Background: an optimization exercise with open tools, aiming at small area, a short achievable clock period and few clock cycles per item. Do not read the settings as production practice. RTL that was checked went through simulation tests only; none was proved equivalent to the original. No functional check of the RTL was part of run 5.

--- design/flow/design.v ---
module MDU(
  input         clock,
  input         reset,
  input  [3:0]  io_mdu_op,
  input         io_rv64,
  input  [63:0] io_src1,
  input  [63:0] io_src2,
  output        io_result_ok,
  output [63:0] io_result,
  input         io_is_lsu,
  input         io_lsu_ok
);
  localparam K   = 8;           
  localparam NCH = 64 / K;      
  localparam CW  = 3;           
  localparam W   = 74;          
  localparam DW  = 68;          
  localparam YW  = 72;          
  localparam [63:0] KC = 64'h5555555555555556;   
  wire op_mul   = io_mdu_op == 4'h1;
  wire op_mulh  = io_mdu_op == 4'h2 | io_mdu_op == 4'h3 | io_mdu_op == 4'h4;
  wire op_div   = io_mdu_op == 4'h5 | io_mdu_op == 4'h6 | io_mdu_op == 4'h7 | io_mdu_op == 4'h8;
  wire op_valid = op_mul | op_mulh | op_div;
  wire div_sgn  = io_mdu_op == 4'h5 | io_mdu_op == 4'h7;
  wire div_rem  = io_mdu_op == 4'h7 | io_mdu_op == 4'h8;
  wire ma_sgn   = io_mdu_op == 4'h2 | io_mdu_op == 4'h3;   
  wire mb_sgn   = io_mdu_op == 4'h2;                       
  reg          busy;       
  reg          algn;       
  reg          fin;        
  reg          negc;       
  reg          done;       
  reg          lsu_seen;
  reg  [6:0]   cnt;        
  reg  [NCH:0] sel;        
  reg  [63:0]  X;          
  reg          xe;         
  reg  [YW-1:0] Y;         
  reg  [W-1:0] S, C;       
  reg          n3p;        
  reg  [6:0]   blA, blB;   
  reg          dz;         
  reg          o_mul, o_mulh, o_div, o_rem, o_neg, o_w;
  reg          o_qc;       
  wire idle     = ~busy & ~algn & ~fin & ~negc & ~done;
  wire start    = idle & op_valid;
  wire early;             
  wire rok      = done | early;
  wire complete = rok & (~io_is_lsu | lsu_seen | io_lsu_ok);
  wire [63:0] xa = (io_rv64 & op_div) ? {{32{div_sgn & io_src1[31]}}, io_src1[31:0]} : io_src1;
  wire [63:0] yb = io_rv64 ? {{32{(div_sgn | op_mul) & io_src2[31]}}, io_src2[31:0]} : io_src2;
  wire        sA = div_sgn & xa[63];
  wire        sB = div_sgn & yb[63];
  wire [63:0] absX = sA ? -xa : xa;
  wire [63:0] absY = sB ? -yb : yb;
  wire [NCH:0] fits;
  genvar g;
  generate
    for (g = 1; g < NCH; g = g + 1) begin : g_fit
      assign fits[g] = &yb[63:K*g-1] | ~|yb[63:K*g-1];
    end
  endgenerate
  assign fits[0] = 1'b0;
  assign fits[NCH] = 1'b1;
  reg  [CW-1:0] top_chunk;
  integer j;
  always @(*) begin
    top_chunk = NCH - 1;
    for (j = NCH - 1; j >= 1; j = j - 1)
      if (fits[j]) top_chunk = j - 1;
  end
  wire [64:0] ia = sA ? {~xa, 1'b1} : {1'b0, xa};
  wire [63:0] ib = yb ^ {64{sB}};
  reg  [6:0]  bla0, blb0;
  integer m;
  always @(*) begin
    bla0 = 7'd0; blb0 = 7'd0;
    for (m = 0; m < 65; m = m + 1)
      if (ia[m]) bla0 = m + 1;
    for (m = 0; m < 64; m = m + 1)
      if (ib[m]) blb0 = m + 1;
  end
  wire        divzero = ~|yb;
  wire        neg_st  = div_rem ? sA : (sA ^ sB) & ~divzero;
  wire [NCH:0]  sel_st = op_mul ? ({{NCH{1'b0}}, 1'b1} << top_chunk) : {{NCH{1'b0}}, 1'b1};
  wire [NCH:0]  sel_nx = o_mul ? sel >> 1 : sel << 1;
  wire [YW-1:0] ybx    = {{(YW-64){mb_sgn & yb[63]}}, yb};
  wire [YW-1:0] ysrc   = busy ? Y : ybx;
  wire [NCH:0]  ssrc   = busy ? sel_nx : sel_st;
  reg  [K:0]    cb;
  integer h;
  always @(*) begin
    cb = {(K+1){1'b0}};
    for (h = 0; h <= NCH; h = h + 1)
      cb = cb | ({ysrc[h*K +: K], (h == 0) ? 1'b0 : ysrc[h*K-1]} & {(K+1){ssrc[h]}});
  end
  wire [3:0]    b_one, b_two, b_neg;
  generate
    for (g = 0; g < 4; g = g + 1) begin : g_benc
      wire y0 = cb[2*g], y1 = cb[2*g+1], y2 = cb[2*g+2];
      assign b_one[g] = y1 ^ y0;
      assign b_two[g] = (y2 & ~y1 & ~y0) | (~y2 & y1 & y0);
      assign b_neg[g] = y2 & ~(y1 & y0);
    end
  endgenerate
  reg  [3:0]    bo, bt, bneg;
  wire          flush = sel[NCH];
  wire [65:0]   ax    = {xe, X, 1'b0};    
  wire [65:0]   a1    = {xe, xe, X};      
  wire [65:0]   brow [0:3];
  generate
    for (g = 0; g < 4; g = g + 1) begin : g_booth
      wire [65:0] mg = ({66{bo[g]}} & a1) | ({66{bt[g]}} & ax);
      wire [65:0] r  = mg ^ {66{bneg[g]}};
      assign brow[g] = {~r[65], r[64:0]};    
    end
  endgenerate
  wire [K:0]    lo_sum = {1'b0, S[K-1:0]} + {1'b0, C[K-1:0]} + {2'b0, n3p, 6'b0};
  wire          c_low  = lo_sum[K];
  wire [W-1:0]  accS = o_mul ? {S[W-1-K:0], {K{1'b0}}} : {{K{1'b0}}, S[W-1:K]};
  wire [W-1:0]  accC = o_mul ? {C[W-1-K:0], 1'b0, bneg[3], 6'b0} : {{K{1'b0}}, C[W-1:K]};
  wire [W-1:0]  row0 = {{(W-66){1'b0}}, brow[0]};
  wire [W-1:0]  row1 = flush ? {{(W-64){1'b0}}, KC}
                             : {{(W-68){1'b0}}, brow[1], 2'b00};
  wire [W-1:0]  row2 = flush ? {W{1'b0}}
                             : {{(W-70){1'b0}}, brow[2], 1'b0, bneg[1], 1'b0, bneg[0]};
  wire [W-1:0]  row3 = flush ? {{(W-1){1'b0}}, ~o_mul & c_low}
                             : {{(W-72){1'b0}}, brow[3], 1'b0, bneg[2], 3'b000, ~o_mul & c_low};
  function [2*W-1:0] csa(input [W-1:0] a, input [W-1:0] b, input [W-1:0] c);
    csa = {((a & b) | (a & c) | (b & c)) << 1, a ^ b ^ c};
  endfunction
  wire [2*W-1:0] l1a = csa(accS, accC, row0);
  wire [2*W-1:0] l1b = csa(row1, row2, row3);
  wire [2*W-1:0] l2a = csa(l1a[W-1:0], l1a[2*W-1:W], l1b[W-1:0]);
  wire [2*W-1:0] l3a = csa(l2a[W-1:0], l2a[2*W-1:W], l1b[2*W-1:W]);
  wire [W-1:0]   tS  = l3a[W-1:0];
  wire [W-1:0]   tC  = l3a[2*W-1:W];
  wire [DW:0]   dsub = {{(DW-63){1'b0}}, X} - {1'b0, Y[DW-1:0]};
  wire          q    = ~dsub[DW];      
  wire [63:0]   nv   = o_rem ? X : C[63:0];
  wire [63:0]   ap   = negc ? ~nv : S[63:0];
  wire [63:0]   aq   = negc ? 64'd0 : C[63:0];
  wire [64:0]   asum2 = {ap, 1'b1} + {aq, negc};    
  wire [63:0]   asum = asum2[64:1];
  wire mul_last = o_mul ? sel[0] : flush;
  wire div_last = cnt == 7'd1;
  wire [6:0] blAn  = blA;                 
  wire [6:0] sdiff = blAn - blB;
  reg        lt;
  reg        eqh;
  integer    e;
  always @(*) begin
    lt = 1'b0;
    eqh = 1'b1;
    for (e = 6; e >= 0; e = e - 1) begin
      lt  = lt | (eqh & ~blAn[e] & blB[e]);
      eqh = eqh & ~(blAn[e] ^ blB[e]);
    end
  end
  wire       noiter = dz | lt;             
  assign early = algn & noiter & ~(o_rem & o_neg);
  always @(posedge clock) begin
    if (reset) begin
      busy <= 1'b0;
      algn <= 1'b0;
      fin  <= 1'b0;
      negc <= 1'b0;
      done <= 1'b0;
      lsu_seen <= 1'b0;
    end else begin
      lsu_seen <= ~complete & (lsu_seen | io_lsu_ok);
      if (complete) done <= 1'b0;
      if (start) begin
        busy <= ~op_div;
        algn <= op_div;
      end
      if (algn) begin
        algn <= 1'b0;
        busy <= ~noiter;
        negc <= noiter & o_rem & o_neg;
        done <= early & ~complete;
      end
      if (busy & (o_div ? div_last : mul_last)) begin
        busy <= 1'b0;
        fin  <= ~o_div;
        negc <= o_div & o_neg;
        done <= o_div & ~o_neg;
      end
      if (fin | negc) begin
        fin  <= 1'b0;
        negc <= 1'b0;
        done <= 1'b1;
      end
    end
    if (idle) begin
      blA <= bla0;
      blB <= blb0;
      dz  <= divzero;
    end
    if (start | busy) begin
      bo   <= b_one;
      bt   <= b_two;
      bneg <= b_neg;
    end
    if (start) begin
      o_mul  <= op_mul;
      o_mulh <= op_mulh;
      o_div  <= op_div;
      o_rem  <= div_rem;
      o_w    <= io_rv64;
      o_neg  <= neg_st;
      n3p    <= 1'b0;
      S      <= {W{1'b0}};
      C      <= {W{op_div & divzero}};
      o_qc   <= op_div;
      sel    <= sel_st;
      if (op_div) begin
        X  <= absX;
        xe <= 1'b0;
        Y  <= {{(YW-64){1'b0}}, absY};
      end else begin
        X  <= io_src1;
        xe <= ma_sgn & io_src1[63];
        Y  <= {{(YW-64){mb_sgn & yb[63]}}, yb};
      end
    end
    if (algn) begin
      Y   <= Y << sdiff;
      cnt <= sdiff + 7'd1;
    end
    if (busy) begin
      if (o_div) begin
        cnt <= cnt - 7'd1;
        if (q) X <= dsub[63:0];
        Y <= Y >> 1;
        C <= {C[W-2:0], q};
      end else begin
        sel <= sel_nx;
        S <= tS;
        C <= tC;
        n3p <= bneg[3];
      end
    end
    if (fin | negc) begin
      S[63:0] <= asum[63:0];
      o_rem <= 1'b0;
      o_qc  <= 1'b0;
    end
  end
  wire [63:0] res = o_rem ? X : o_qc ? C[63:0] : S[63:0];
  assign io_result    = o_w ? {{32{res[31]}}, res[31:0]} : res;
  assign io_result_ok = rok;
endmodule
--- design/flow/run.sh ---
#!/bin/bash
# synth_recipe.tcl (not shown) runs the flow's synth.tcl, then flattens the netlist and writes it again
# the make line also repeats each setting of config.mk as NAME=value (left out here)
make -C /OpenROAD-flow-scripts/flow DESIGN_CONFIG=/design/flow/config.mk WORK_HOME=/design/flow/orfs CLKGATE_MAP_FILE= SYNTH_SCRIPT=/design/flow/synth_recipe.tcl finish
--- design/flow/config.mk ---
export PLATFORM = sky130hd
export DESIGN_NAME = MDU
export DESIGN_NICKNAME = MDU
export VERILOG_FILES = /design/flow/design.v
export SDC_FILE = /design/flow/constraint.sdc
export NUM_CORES = 4
export LEC_CHECK = 0
export CAP_MARGIN = 20
export CORE_MARGIN = 2
export CORE_UTILIZATION = 70
export SETUP_SLACK_MARGIN = 3.3
export SLEW_MARGIN = 20
--- design/flow/constraint.sdc ---
create_clock -name core_clock -period 8.0 [get_ports {clock}]
set_input_delay 1.6000 -clock core_clock [delete_from_list [all_inputs] [get_ports {clock}]]
set_output_delay 1.6000 -clock core_clock [all_outputs]
set_load 0.01 [all_outputs]
==> impl_metrics.env, run 1 <==
export IMPL_synth_distinct_cells=109
export IMPL_error="[ERROR GRT-0232] Routing congestion too high. Check the congestion heatmap in the GUI."
export IMPL_die_h_um=277
export IMPL_port_buffers=201
export IMPL_grt_max_degree=191
export IMPL_core_rowCount=100
export IMPL_place_gp_congestion=1.10
export IMPL_cts_root_buf="clkbuf_16"
export IMPL_placed_area_sq_mm=0.0544
export IMPL_async_reset_ff_share_pct=0
export IMPL_syn_inst=6824
export IMPL_synth_edf_count=106
export IMPL_synth_area_top_cells="fa_1 (10%), dfxtp_1 (9.0%), xnor2_1 (6.5%), edfxtp_1 (6.1%), mux2i_1 (5.6%)"
export IMPL_status="stopped before the end"
export IMPL_avgSynthCellArea_sq_um=7.67
export IMPL_cts_buffers=46
export IMPL_dieWidth_um=277
export IMPL_ys_flop_type="dfxtp_1"
export IMPL_antenna_found_initial=46
export IMPL_clock_sinks=341
export IMPL_cts_buffer_depth=3
export IMPL_yosysTopAreaCell="fa_1"
export IMPL_pin_count=202
export IMPL_yosysWarnings=1
export IMPL_yosysSeqAreaShare_pct=15.1
export IMPL_cts_hold_buf=0
export IMPL_initial_core_util_pct=70.5
export IMPL_synth_fp_nets=7406
export IMPL_crit_endpoint="bt[2]$_DFFE_PP_/D"
export IMPL_synth_seq_cells=341
export IMPL_worst_ep_kind="register input"
export IMPL_grt_overflow_total=54
export IMPL_grt_usage_pct=76.7
export IMPL_syn_area_sq_mm=0.0523
export IMPL_h_tree_depth=2
export IMPL_pre_cts_ws_ps=1090
export IMPL_dp_hpwl_mm=168
export IMPL_lastStage="global routing (5_1_grt)"
export IMPL_synth_top_area_share_pct=10.4
[synth_stat cells, types with 11 or more instances]
cell type and number:
nand3_1 129, mux4_2 52, a311oi_1 11, and3_1 50, ha_1 173, nand2_1 583, o22ai_1 35, nor3_1 141
nor2_1 510, o31ai_1 43, mux2_2 194, or3_1 39, or2_2 18, a211o_1 12, nand2b_1 212, o21bai_1 26
dfxtp_1 235, nand4_1 27, fa_1 272, o2111ai_1 15, nor2b_1 106, clkbuf_1 481, o21ai_0 379, inv_1 493
a2111oi_0 22, a21o_1 88, xor2_1 102, o221ai_1 12, a21oi_1 510, mux2i_1 293, o21a_1 27, buf_1 98
a222oi_1 17, xnor2_1 390, a221oi_1 57, nor4_1 41, buf_2 19, and2_1 29, edfxtp_1 106, a22oi_1 342
a211oi_1 70, o211ai_1 31, a31oi_1 129
[metrics by stage]
stage               hold slack (ps)  instances
global placement                443       7509
floorplan                       433       6824
detailed placement              465       7509
CTS                             481       7646
[worst max path at each step]
| stage | startpoint | to | slack (ps) |
|---|---|---|---|
| 2_1_floorplan | o_rem$_SDFFE_PN0P_ | S[63]$_DFF_P_ | 3300 |
| 3_3_place_gp | io_mdu_op[0] | blA[0]$_SDFFCE_PP1P_ | 1240 |
| 3_5_place_dp | io_mdu_op[0] | blA[0]$_SDFFCE_PP1P_ | 1090 |
| 4_1_cts | io_src1[31] | blA[0]$_SDFFCE_PP1P_ | 3270 |
[logic make-up after synthesis]
group / Yosys count / share of synthesized area, %
fa+ha+maj: 445 / 14.5
compound gates: 1953 / 24.3
buf+inv: 1103 / 8.04
xor+xnor: 492 / 8.23
mux: 540 / 12.0
flops: 341 / 15.1
simple gates: 1950 / 17.8
[layer usage]
metal  global-route usage, %  GRT overflow
met1                    78.5             2
met3                    64.3             3
met2                    90.4            29
met5                    36.3             0
met4                    71.8            20
[timing repair]
item,CTS
gates cloned,7
buffers inserted,46
resized for setup,160
endpoints found under the hold margin,0
endpoints found under the setup margin,249
pin swaps,38
Testbench counts, summed over its fixed seeds: cycles 24,935, ops 2,400.
==> run 2: changes to the inputs <==
--- a/design/flow/config.mk
+++ b/design/flow/config.mk
@@ -7,6 +7,6 @@
 export LEC_CHECK = 0
 export CAP_MARGIN = 20
 export CORE_MARGIN = 2
-export CORE_UTILIZATION = 70
-export SETUP_SLACK_MARGIN = 3.3
+export CORE_UTILIZATION = 50
+export SETUP_SLACK_MARGIN = 3.8
 export SLEW_MARGIN = 20
==> run 2 against run 1 <==
Effect of this change: the run now finishes clean; synthesized area did not move; synthesized cell count stayed put.
==> impl_metrics.env, run 2 <==
export IMPL_status="no timing/DRC/antenna violations"
export IMPL_whs_ps=465
export IMPL_die_area_sq_mm=0.107
export IMPL_hold_path_depth=2
export IMPL_port_buffers=201
export IMPL_core_rowCount=118
export IMPL_h_tree_depth=2
export IMPL_reg2reg_setup_slack_ps=3530
export IMPL_fin_cells=8340
export IMPL_cts_tree="built"
export IMPL_syn_inst=6824
export IMPL_grt_pass1_vias=51300
export IMPL_fin_area_sq_mm=0.0626
export IMPL_final_common_cell="nand2_1"
export IMPL_synth_area_top_cells="fa_1 (10%), dfxtp_1 (9.0%), xnor2_1 (6.5%), edfxtp_1 (6.1%), mux2i_1 (5.6%)"
export IMPL_drt_pass1_iterations=9
export IMPL_setup_slack_ps=3370
export IMPL_drive_gt1_share_pct=18.3
export IMPL_grt_pass1_wl_mm=356
export IMPL_place_gp_congestion=1.03
export IMPL_syn_to_final_growth_pct=19.6
export IMPL_avgSynthCellArea_sq_um=7.67
export IMPL_placed_area_sq_mm=0.0553
export IMPL_skew_ps=53.6
export IMPL_reg2reg_depth=15
export IMPL_postRouteAntennaNets=0
export IMPL_grt_overflow_total=0
export IMPL_drt_wl_total_mm=252
export IMPL_clkTransAtPathRegs_ps=60
export IMPL_drt_iter0_drc=7933
export IMPL_layout_common_cells="nand2_1 (538), inv_1 (479), nor2_1 (478), a21oi_1 (470), xnor2_1 (384)"
export IMPL_crit_path_max_fanout=8
export IMPL_fin_crit_sh_pct=57.9
export IMPL_synth_compound_area_share_pct=24.3
export IMPL_clock_fmax_mhz=216
export IMPL_cp_data_required_time_ps=8480
export IMPL_vias=56700
export IMPL_synth_top_family_by_area="compound AO/OA/AOI/OAI gates"
export IMPL_dp_hpwl_mm=175
export IMPL_maxSlewViolCount=0
export IMPL_clock_sinks=341
export IMPL_synth_fp_nets=7406
export IMPL_endpoint_kind="flop"
export IMPL_drc=0
export IMPL_hp_class="reg2reg"
export IMPL_yosysSeqAreaShare_pct=15.1
export IMPL_synth_most_common_cell="nand2_1"
export IMPL_critPathTopFamily="simple AND/OR/NAND/NOR gates"
export IMPL_cp_start_kind="primary input"
export IMPL_crit_path_frequent_cell="buf_6"
export IMPL_pin_count=202
export IMPL_ys_top_cells_by_count="nand2_1 (583), a21oi_1 (510), nor2_1 (510)"
export IMPL_wl_per_cell_um=30.3
export IMPL_antenna_found_initial=15
export IMPL_initial_core_util_pct=50.5
export IMPL_grt_usage_pct=44.4
export IMPL_cpMaxStageDelayCell="o311ai_1"
export IMPL_drv_cap=0
export IMPL_yosysTopAreaCell="fa_1"
export IMPL_cts_buffers=47
export IMPL_synth_mux_area_share_pct=12.0
export IMPL_synth_seq_cells=341
export IMPL_slew_headroom_pct=6.76
export IMPL_placedCellCount=7939
export IMPL_cts_root_buf="clkbuf_16"
export IMPL_dieWidth_um=328
export IMPL_cts_buffer_depth=3
export IMPL_critical_path_class="in2reg"
export IMPL_synth_top_area_share_pct=10.4
export IMPL_synth_edf_count=106
export IMPL_critPathArrivalTime_ps=5120
export IMPL_tns_ps=0
export IMPL_synth_distinct_cells=109
export IMPL_final_nets=7494
export IMPL_coreArea_sq_mm=0.104
export IMPL_rsz0062_at_grt="true"
export IMPL_tightest_slew_ps=1380
export IMPL_synth_adder_area_share_pct=14.5
export IMPL_crit_chain="clkdlybuf4s15_1, nand2b_1, or3_1, and2_1, o311ai_1, a2bb2oi_4, buf_6, o211ai_4, or2_4, nor2_4, buf_4, buf_6, a221oi_2, nand2_2, or2_0, mux2i_1"
export IMPL_hold_viol=0
export IMPL_synth_xor_area_share_pct=8.23
export IMPL_yosysWarnings=1
export IMPL_clk_latency_ps=680
export IMPL_ys_flop_type="dfxtp_1"
export IMPL_async_reset_ff_share_pct=0
export IMPL_pre_cts_ws_ps=1560
export IMPL_setup_viol=0
export IMPL_cts_hold_buf=0
export IMPL_grt_max_degree=163
export IMPL_cp_num_buf_inv=4
export IMPL_period_minus_slack_ps=4630
export IMPL_via_per_inst=6.80
export IMPL_fin_util_pct=60.4
export IMPL_die_h_um=328
export IMPL_synthSimpleGateAreaFrac_pct=17.8
export IMPL_largest_registers="C (74), S (74), Y (72)"
export IMPL_syn_area_sq_mm=0.0523
export IMPL_path_depth=16
export IMPL_critPathMaxStageDelay_ps=570
[run 2: cells by family after synthesis]
family                     after synthesis
xor gates and xnor gates               492
and+or+nand+nor                       1950
DFF                                    341
AOI/OAI and AO/OA                     1953
buffers and inverters                 1103
adders and majority gates              445
muxes                                  540
[run 2: area by class of cell]
type	count	area, sq um
antenna	9	22.5
clock buffer	57	1270
clock inverter	31	344
fill	9623	41100
inverter	496	1920
multi-input combinational	5391	42900
sequential	341	7940
tap	1380	1730
timing repair buffer	634	6420
timing repair inverter	1	5.00
[run 2: worst paths after layout]
check	startpoint	end
setup / recovery	io_src2[46]	bt[3]$_DFFE_PP_
hold / removal	S[72]$_DFF_P_	S[72]$_DFF_P_
setup reg to reg	blA[1]$_SDFFCE_PP0P_	Y[59]$_DFF_P_
hold reg to reg	S[72]$_DFF_P_	S[72]$_DFF_P_
[run 2: what timing repair did]
action / CTS / global route
setup buffers: 155 / 113
setup endpoints to repair: 476 / 333
gates cloned: 21 / 15
gates resized for setup: 456 / 448
pin swaps: 115 / 148
[run 2: tightest hold or removal path, cell delays in order, from the launching register on]
cell	delay [ps]
dfxtp_1	310
nand2_1	50
o21ai_0	60
[run 2: layer usage]
metal | global-route usage, % | wire length (um)
met1 | 60.2 | 98200
met2 | 64.5 | 105000
met3 | 10.8 | 31800
met4 | 25.1 | 17000
met5 | 0 | 74
==> run 3: changes to the inputs <==
--- a/design/flow/config.mk
+++ b/design/flow/config.mk
@@ -7,6 +7,6 @@
 export LEC_CHECK = 0
 export CAP_MARGIN = 20
 export CORE_MARGIN = 2
-export CORE_UTILIZATION = 50
-export SETUP_SLACK_MARGIN = 3.8
+export CORE_UTILIZATION = 60
+export SETUP_SLACK_MARGIN = 3.6
 export SLEW_MARGIN = 20
==> run 3 against run 2 <==
Effect of this change: maximum frequency grew 0.65%; global-route usage grew 9.0 points; final area shrank 4.1%; critical path type is now reg2out; synthesized area is the same; non-clock buffer count shrank 125; highest routed layer unchanged.
==> impl_metrics.env, run 3 <==
export IMPL_clock_sinks=341
export IMPL_pin_count=202
export IMPL_wl_per_cell_um=31.6
export IMPL_dp_hpwl_mm=172
export IMPL_hp_class="reg2reg"
export IMPL_synth_area_top_cells="fa_1 (10%), dfxtp_1 (9.0%), xnor2_1 (6.5%), edfxtp_1 (6.1%), mux2i_1 (5.6%)"
export IMPL_critical_path_class="reg2out"
export IMPL_hold_viol=0
export IMPL_synth_seq_cells=341
export IMPL_synth_distinct_cells=109
export IMPL_grt_pass1_wl_mm=361
export IMPL_largest_registers="C (74), S (74), Y (72)"
export IMPL_via_per_inst=7.39
export IMPL_grt_usage_pct=53.4
export IMPL_grt_pass1_vias=54600
export IMPL_synth_most_common_cell="nand2_1"
export IMPL_synth_fp_nets=7406
export IMPL_coreArea_sq_mm=0.0866
export IMPL_cts_root_buf="clkbuf_16"
export IMPL_synth_mux_area_share_pct=12.0
export IMPL_clock_fmax_mhz=217
export IMPL_drt_wl_total_mm=252
export IMPL_status="no timing/DRC/antenna violations"
export IMPL_critPathArrivalTime_ps=3000
export IMPL_syn_area_sq_mm=0.0523
export IMPL_ys_flop_type="dfxtp_1"
export IMPL_rsz0062_at_grt="true"
export IMPL_crit_path_frequent_cell="o22ai_2"
export IMPL_fin_area_sq_mm=0.0600
export IMPL_die_area_sq_mm=0.0896
export IMPL_syn_to_final_growth_pct=14.7
export IMPL_drive_gt1_share_pct=14.3
export IMPL_layout_common_cells="nand2_1 (573), a21oi_1 (492), nor2_1 (488), inv_1 (486), xnor2_1 (380)"
export IMPL_pre_cts_ws_ps=1680
export IMPL_initial_core_util_pct=60.4
export IMPL_cts_hold_buf=0
export IMPL_crit_path_max_fanout=3
export IMPL_cts_tree="built"
export IMPL_fin_crit_sh_pct=57.5
export IMPL_tns_ps=0
export IMPL_period_minus_slack_ps=4600
export IMPL_cp_num_buf_inv=1
export IMPL_synth_compound_area_share_pct=24.3
export IMPL_async_reset_ff_share_pct=0
export IMPL_synth_adder_area_share_pct=14.5
export IMPL_postRouteAntennaNets=0
export IMPL_cp_data_required_time_ps=6400
export IMPL_skew_ps=51.7
export IMPL_tightest_slew_ps=1320
export IMPL_drc=0
export IMPL_cp_start_kind="flop"
export IMPL_port_buffers=201
export IMPL_h_tree_depth=2
export IMPL_critPathMaxStageDelay_ps=530
export IMPL_clkTransAtPathRegs_ps=70
export IMPL_yosysSeqAreaShare_pct=15.1
export IMPL_vias=59000
export IMPL_placed_area_sq_mm=0.0548
export IMPL_endpoint_kind="primary output"
export IMPL_drt_iter0_drc=11100
export IMPL_die_h_um=299
export IMPL_synth_xor_area_share_pct=8.23
export IMPL_core_rowCount=108
export IMPL_setup_viol=0
export IMPL_cts_buffer_depth=3
export IMPL_synth_top_family_by_area="compound AO/OA/AOI/OAI gates"
export IMPL_drv_cap=0
export IMPL_avgSynthCellArea_sq_um=7.67
export IMPL_final_common_cell="nand2_1"
export IMPL_setup_slack_ps=3400
export IMPL_synthSimpleGateAreaFrac_pct=17.8
export IMPL_grt_max_degree=152
export IMPL_antenna_found_initial=18
export IMPL_place_gp_congestion=1.08
export IMPL_syn_inst=6824
export IMPL_critPathTopFamily="compound AO/OA/AOI/OAI gates"
export IMPL_clk_latency_ps=680
export IMPL_cpMaxStageDelayCell="edfxtp_1"
export IMPL_yosysWarnings=1
export IMPL_dieWidth_um=299
export IMPL_synth_top_area_share_pct=10.4
export IMPL_ys_top_cells_by_count="nand2_1 (583), a21oi_1 (510), nor2_1 (510)"
export IMPL_yosysTopAreaCell="fa_1"
export IMPL_slew_headroom_pct=11.4
export IMPL_maxSlewViolCount=0
export IMPL_synth_edf_count=106
export IMPL_final_nets=7361
export IMPL_drt_pass1_iterations=12
export IMPL_grt_overflow_total=0
export IMPL_crit_chain="ha_4, nand2_2, o22ai_2, nand2_1, o21ai_2, a21oi_2, o22ai_2, a2bb2oi_2, nor2b_1, o31a_1, a21o_4, buf_6"
export IMPL_cts_buffers=46
[run 3: timing repair]
| action | CTS | global route |
|---|---|---|
| resized for setup | 328 | 254 |
| endpoints found under the setup margin | 327 | 243 |
| pin swaps | 76 | 93 |
| cloned | 18 | 5 |
| endpoints found under the hold margin | 0 | 0 |
| buffers inserted | 94 | 72 |
[run 3: stage by stage]
stage	hold slack [ps]	utilization, %	std cells
6_report	469	69.3	7983
5_1_grt	488	69.3	7974
4_1_cts	463	67.5	7895
3_5_place_dp	457	63.3	7697
3_3_place_gp	444	63.3	7697
2_1_floorplan	433	-	6824
[run 3: layer usage]
metal | global-route usage [%] | share of wire (%)
met5 | 0.159 | 0.057
met4 | 39.7 | 9.9
met3 | 20.4 | 17
met2 | 75.4 | 39
met1 | 66.0 | 34
[run 3: final cells by class]
type                            instances  area [sq um]
Multi-Input combinational cell       5385         41900
Fill cell                            6889         26600
Sequential cell                       341          7930
Timing Repair Buffer                  509          5240
Inverter                              496          1890
Tap cell                             1155          1450
Clock buffer                           70          1440
Clock inverter                         16           121
Antenna cell                           11          27.5
[run 3: cell families (layout without fill, tap and decap cells)]
family | after synthesis | in the layout
AO/OA/AOI/OAI | 1953 | 1954
AND/OR/NAND/NOR | 1950 | 1953
buffers and inverters | 1103 | 1091
multiplexers | 540 | 540
XOR/XNOR | 492 | 493
adder cells (fa/ha/maj) | 445 | 445
flip-flops | 341 | 341
other | 0 | 11
[run 3: worst min-delay path: stages (launching register included)]
cell and delay (ps):
dfxtp_1 310, nand2_1 50, o21ai_0 60
[run 3: worst paths after layout]
kind	startpoint	endpoint	depth (start not counted)	slack, ps
setup reg to reg	o_rem$_SDFFE_PN0P_	S[63]$_DFF_P_	17	3430
hold / removal	S[67]$_DFF_P_	S[67]$_DFF_P_	2	470
hold reg to reg	S[67]$_DFF_P_	S[67]$_DFF_P_	2	470
setup / recovery	blA[1]$_SDFFCE_PP0P_	io_result_ok	12	3400
==> run 4: changes to the inputs <==
--- a/design/flow/config.mk
+++ b/design/flow/config.mk
@@ -10,3 +10,4 @@
 export CORE_UTILIZATION = 60
 export SETUP_SLACK_MARGIN = 3.6
 export SLEW_MARGIN = 20
+export TNS_END_PERCENT = 20
==> run 4 against run 3 <==
Effect of this change: still clean; clock skew fell by 5.7 ps; critical path depth down 8; routed wire length fell by 3.6%; first-iteration DRC count decreased by 8.2%; final cell count down 0.40%; sequential cell count unchanged; clock-buffer cell count fell by 2; hold slack worse by 1.1 ps; global-route usage is 1.9 points lower; critical endpoint is now io_result[15]; highest routed layer unchanged.
==> impl_metrics.env, run 4 <==
export IMPL_setup_slack_ps=3370
export IMPL_rsz0062_at_grt="true"
export IMPL_ys_top_cells_by_count="nand2_1 (583), a21oi_1 (510), nor2_1 (510)"
export IMPL_drive_gt1_share_pct=13.3
export IMPL_dieWidth_um=299
export IMPL_syn_inst=6824
export IMPL_synth_xor_area_share_pct=8.23
export IMPL_syn_to_final_growth_pct=12.8
export IMPL_reg2reg_depth=13
export IMPL_cpMaxStageDelayCell="clkdlybuf4s50_1"
export IMPL_fin_crit_sh_pct=57.9
export IMPL_final_nets=7327
export IMPL_avgSynthCellArea_sq_um=7.67
export IMPL_ys_flop_type="dfxtp_1"
export IMPL_vias=57500
export IMPL_drt_pass1_iterations=10
export IMPL_synth_top_family_by_area="compound AO/OA/AOI/OAI gates"
export IMPL_slew_headroom_pct=6.47
export IMPL_drc=0
export IMPL_maxSlewViolCount=0
export IMPL_cp_startpoint="o_qc$_SDFFE_PN0P_"
export IMPL_critical_path_class="reg2out"
export IMPL_synth_top_area_share_pct=10.4
export IMPL_yosysTopAreaCell="fa_1"
export IMPL_drt_iter0_drc=10200
export IMPL_hp_class="reg2reg"
export IMPL_period_minus_slack_ps=4630
export IMPL_r2r_start="blA[0]$_SDFFCE_PP1P_"
export IMPL_synth_adder_area_share_pct=14.5
export IMPL_die_h_um=299
export IMPL_yosysWarnings=1
export IMPL_drt_wl_total_mm=243
export IMPL_port_buffers=201
export IMPL_place_gp_congestion=1.08
export IMPL_core_rowCount=108
export IMPL_cp_start_kind="flop"
export IMPL_grt_overflow_total=0
export IMPL_n_fill_cell=7160
export IMPL_clock_sinks=341
export IMPL_antenna_found_initial=17
export IMPL_initial_core_util_pct=60.4
export IMPL_async_reset_ff_share_pct=0
export IMPL_clkTransAtPathRegs_ps=60
export IMPL_die_area_sq_mm=0.0896
export IMPL_crit_chain="buf_12, mux2i_1, o21ai_0, clkdlybuf4s50_1"
export IMPL_wl_per_cell_um=30.6
export IMPL_synth_area_top_cells="fa_1 (10%), dfxtp_1 (9.0%), xnor2_1 (6.5%), edfxtp_1 (6.1%), mux2i_1 (5.6%)"
export IMPL_cts_buffers=46
export IMPL_setup_viol=0
export IMPL_crit_path_max_fanout=40
export IMPL_synth_edf_count=106
export IMPL_skew_ps=46.1
export IMPL_endpoint_kind="primary output"
export IMPL_grt_pass1_wl_mm=350
export IMPL_cp_data_required_time_ps=6400
export IMPL_reg2reg_setup_slack_ps=3470
export IMPL_pre_cts_ws_ps=1290
export IMPL_dp_hpwl_mm=168
export IMPL_cts_buffer_depth=3
export IMPL_drv_cap=0
export IMPL_pin_count=202
export IMPL_syn_area_sq_mm=0.0523
export IMPL_synth_compound_area_share_pct=24.3
export IMPL_status="no timing/DRC/antenna violations"
export IMPL_cts_root_buf="clkbuf_16"
export IMPL_synth_fp_nets=7406
export IMPL_synthSimpleGateAreaFrac_pct=17.8
export IMPL_grt_pass1_vias=53300
export IMPL_synth_most_common_cell="nand2_1"
export IMPL_postRouteAntennaNets=0
export IMPL_clk_latency_ps=640
export IMPL_yosysSeqAreaShare_pct=15.1
export IMPL_coreArea_sq_mm=0.0866
export IMPL_hold_viol=0
export IMPL_cts_hold_buf=0
export IMPL_layout_common_cells="nand2_1 (577), nor2_1 (495), a21oi_1 (495), inv_1 (478), xnor2_1 (383)"
export IMPL_synth_mux_area_share_pct=12.0
export IMPL_endpoint="io_result[15]"
export IMPL_synth_seq_cells=341
export IMPL_cts_tree="built"
export IMPL_r2r_end="Y[63]$_DFF_P_"
export IMPL_critPathArrivalTime_ps=3030
export IMPL_via_per_inst=7.24
export IMPL_tns_ps=0
export IMPL_largest_registers="C (74), S (74), Y (72)"
export IMPL_tightest_slew_ps=1400
export IMPL_critPathMaxStageDelay_ps=660
export IMPL_fin_util_pct=68.2
export IMPL_synth_distinct_cells=109
export IMPL_grt_max_degree=159
export IMPL_h_tree_depth=2
export IMPL_clock_fmax_mhz=216
export IMPL_grt_usage_pct=51.6
export IMPL_final_common_cell="nand2_1"
run 4: cell counts after synthesis:
No cell type changed its count.
run 4: cells by family (layout without fill, tap and decap cells):
| family | Yosys count | after routing |
|---|---|---|
| AOI/OAI and AO/OA | 1953 | 1956 |
| and+or+nand+nor | 1950 | 1952 |
| other | 0 | 13 |
| buffers and inverters | 1103 | 1057 |
| xor gates and xnor gates | 492 | 492 |
| muxes | 540 | 540 |
| DFF | 341 | 341 |
| adders and majority gates | 445 | 445 |
run 4: cell type report:
type                            count  area (sq um)  area share (%)
Antenna cell                       13          32.5          0.0551
Multi-Input combinational cell   5385         41600            70.5
Clock inverter                     18           171           0.290
Tap cell                         1155          1450            2.45
Clock buffer                       68          1330            2.24
Timing Repair Buffer              475          4570            7.74
Sequential cell                   341          7940            13.4
Inverter                          496          1920            3.25
run 4: stage by stage:
stage          instance area, sq um  cells  hold WS [ps]
2_1_floorplan                 52400   6824           433
4_1_cts                       57600   7861           464
3_5_place_dp                  54700   7692           459
6_report                      59000   7951           468
3_3_place_gp                  54700   7692           450
5_1_grt                       59000   7943           496
run 4: worst min-delay path by stage:
stage	depth (start not counted)	to	from	slack (ps)
after global placement	2	S[72]$_DFF_P_	S[72]$_DFF_P_	450
after detailed placement	2	S[70]$_DFF_P_	S[70]$_DFF_P_	460
after floorplan	2	S[66]$_DFF_P_	S[66]$_DFF_P_	430
after CTS	2	S[70]$_DFF_P_	S[70]$_DFF_P_	460
final	2	S[70]$_DFF_P_	S[70]$_DFF_P_	470
after global routing	2	S[70]$_DFF_P_	S[70]$_DFF_P_	500
run 4: metal layers:
metal  routed length (um)  GRT usage [%]  vias to the layer above
li1                     -              -                    24100
met1                83000           63.3                    26900
met2                98100           74.7                     5199
met3                39900           20.0                     1349
met4                21800           34.8                       12
met5                   92              0                        -
run 4: timing repair:
action,CTS,global route
endpoints found under the setup margin,344,266
gates resized for setup,246,256
setup buffers,76,74
pin swaps,53,73
gates cloned,7,2
run 4: worst max-delay path, delay by kind of cell, from the launching register on:
kind / cells / cell delay (ps)
muxes: 1 / 140
DFF: 1 / 620
AOI/OAI and AO/OA: 1 / 550
buffers and inverters: 2 / 1030
==> run 5: changes to the inputs <==
--- a/design/flow/design.v
+++ b/design/flow/design.v
@@ -53,22 +53,33 @@
   wire        sB = div_sgn & yb[63];
   wire [63:0] absX = sA ? -xa : xa;
   wire [63:0] absY = sB ? -yb : yb;
-  wire [NCH:0] fits;
+  wire [63:0] xs = io_rv64 ? {{32{io_src1[31]}}, io_src1[31:0]} : io_src1;
+  wire [NCH:0] fits, fitx;
   genvar g;
   generate
     for (g = 1; g < NCH; g = g + 1) begin : g_fit
       assign fits[g] = &yb[63:K*g-1] | ~|yb[63:K*g-1];
+      assign fitx[g] = &xs[63:K*g-1] | ~|xs[63:K*g-1];
     end
   endgenerate
   assign fits[0] = 1'b0;
   assign fits[NCH] = 1'b1;
-  reg  [CW-1:0] top_chunk;
+  assign fitx[0] = 1'b0;
+  assign fitx[NCH] = 1'b1;
+  reg  [CW-1:0] top_y, top_x;
   integer j;
   always @(*) begin
-    top_chunk = NCH - 1;
-    for (j = NCH - 1; j >= 1; j = j - 1)
-      if (fits[j]) top_chunk = j - 1;
-  end
+    top_y = NCH - 1;
+    top_x = NCH - 1;
+    for (j = NCH - 1; j >= 1; j = j - 1) begin
+      if (fits[j]) top_y = j - 1;
+      if (fitx[j]) top_x = j - 1;
+    end
+  end
+  wire          swp = op_mul & (top_x < top_y);
+  wire [CW-1:0] top_chunk = swp ? top_x : top_y;
+  wire [63:0]   mx = swp ? yb : io_src1;      
+  wire [63:0]   my = swp ? xs : yb;           
   wire [64:0] ia = sA ? {~xa, 1'b1} : {1'b0, xa};
   wire [63:0] ib = yb ^ {64{sB}};
   reg  [6:0]  bla0, blb0;
@@ -84,7 +95,7 @@
   wire        neg_st  = div_rem ? sA : (sA ^ sB) & ~divzero;
   wire [NCH:0]  sel_st = op_mul ? ({{NCH{1'b0}}, 1'b1} << top_chunk) : {{NCH{1'b0}}, 1'b1};
   wire [NCH:0]  sel_nx = o_mul ? sel >> 1 : sel << 1;
-  wire [YW-1:0] ybx    = {{(YW-64){mb_sgn & yb[63]}}, yb};
+  wire [YW-1:0] ybx    = {{(YW-64){mb_sgn & my[63]}}, my};
   wire [YW-1:0] ysrc   = busy ? Y : ybx;
   wire [NCH:0]  ssrc   = busy ? sel_nx : sel_st;
   reg  [K:0]    cb;
@@ -219,9 +230,9 @@
         xe <= 1'b0;
         Y  <= {{(YW-64){1'b0}}, absY};
       end else begin
-        X  <= io_src1;
+        X  <= mx;
         xe <= ma_sgn & io_src1[63];
-        Y  <= {{(YW-64){mb_sgn & yb[63]}}, yb};
+        Y  <= ybx;
       end
     end
     if (algn) begin
==> run 5 against run 4 <==
Effect of this change: the run now fails in global routing (5_1_grt); synthesized area rose by 5.3%; synthesized cell count is 8.0% higher.
==> impl_metrics.env, run 5 <==
export IMPL_status="stopped before the end"
export IMPL_lastStage="global routing (5_1_grt)"
export IMPL_error="[ERROR GRT-0232] Routing congestion too high. Check the congestion heatmap in the GUI."
export IMPL_cts_root_buf="clkbuf_16"
export IMPL_cts_hold_buf=0
export IMPL_cts_buffers=46
export IMPL_synth_area_top_cells="fa_1 (9.9%), dfxtp_1 (8.5%), xnor2_1 (5.9%), edfxtp_1 (5.8%), a21oi_1 (5.2%)"
export IMPL_yosysTopAreaCell="fa_1"
export IMPL_synth_distinct_cells=112
export IMPL_synth_top_area_share_pct=9.88
export IMPL_syn_inst=7369
export IMPL_crit_endpoint="bt[1]$_DFFE_PP_/D"
export IMPL_syn_area_sq_mm=0.0551
export IMPL_initial_core_util_pct=60.3
export IMPL_synth_seq_cells=341
export IMPL_async_reset_ff_share_pct=0
export IMPL_pin_count=202
export IMPL_dieWidth_um=307
export IMPL_die_h_um=307
export IMPL_place_gp_congestion=1.19
export IMPL_h_tree_depth=2
export IMPL_grt_usage_pct=77.5
export IMPL_ys_top_cells_by_count="nand2_1 (732), nor2_1 (585), a21oi_1 (569)"
export IMPL_grt_overflow_total=35
export IMPL_port_buffers=201
export IMPL_synth_fp_nets=7953
export IMPL_synth_most_common_cell="nand2_1"
export IMPL_synth_edf_count=106
export IMPL_ys_flop_type="dfxtp_1"
export IMPL_core_rowCount=111
export IMPL_yosysWarnings=1
export IMPL_yosysSeqAreaShare_pct=14.3
export IMPL_clock_sinks=341
export IMPL_grt_max_degree=159
export IMPL_antenna_found_initial=66
export IMPL_dp_hpwl_mm=204
export IMPL_cts_buffer_depth=3
export IMPL_avgSynthCellArea_sq_um=7.48
export IMPL_worst_ep_kind="register input"
[run 5: logic make-up after synthesis]
family,synth area share [%]
AOI/OAI and AO/OA,26.6
xor gates and xnor gates,7.06
adders and majority gates,13.9
buffers and inverters,7.94
DFF,14.3
muxes,11.0
and+or+nand+nor,19.2
[run 5: metrics by stage]
stage	cells	utilization, %	area (sq um)	worst slack [ps]
after floorplan	7369	-	55300	2440
after global placement	8336	63.8	58300	578
after detailed placement	8336	63.8	58300	628
after CTS	8643	70.4	64300	2300
[run 5: worst max-delay path by stage]
stage	startpoint	endpoint	slack, ps	cells after the start
floorplan	io_rv64	bo[2]$_DFFE_PP_	2440	18
global placement	io_src1[55]	bo[1]$_DFFE_PP_	580	18
detailed placement	io_src1[55]	bo[1]$_DFFE_PP_	630	18
CTS	io_rv64	bt[1]$_DFFE_PP_	2300	22
[run 5: what timing repair did]
action                                  in CTS
hold endpoints to repair                     0
resized for setup                          688
pin swaps                                  164
cloned                                      25
endpoints found under the setup margin     374
buffers inserted                           196
[run 5: per-layer routing]
metal / track usage, % / overflow
met5: 40.5 / 4
met4: 76.5 / 14
met3: 62.2 / 7
met2: 93.0 / 9
met1: 77.9 / 1

port drivers added, routing unchanged:
Ports are ideal in the flow. The routed layouts listed here were re-timed in OpenROAD. Step 1 assumes that a clkbuf_16 drives the clock port and a buf_2 every other input. Step 2 times the ports against the registers' clock, not the clock port: input delays grow and output delays shrink by t, the midpoint of the rising clock arrivals with the driver on. Slacks: no drivers / after step 1 / after step 2; pairs: no drivers / after step 1.
run	t (ns)	slack for setup (ns)	worst setup path after step 2	clock arrival spread, ns	pins driven straight from the clock port
run 2	0.733	3.368 / 3.403 / 2.670	input to register	0.054 / 0.054	1
run 3	0.734	3.398 / 3.323 / 2.711	input to register	0.052 / 0.051	1
run 4	0.693	3.365 / 3.292 / 2.809	input to register	0.046 / 0.047	1
After both steps every run listed still meets setup and hold. The setup slack of run 2, which loses most, moves by +0.035 ns with the drivers and by -0.698 ns with both steps.
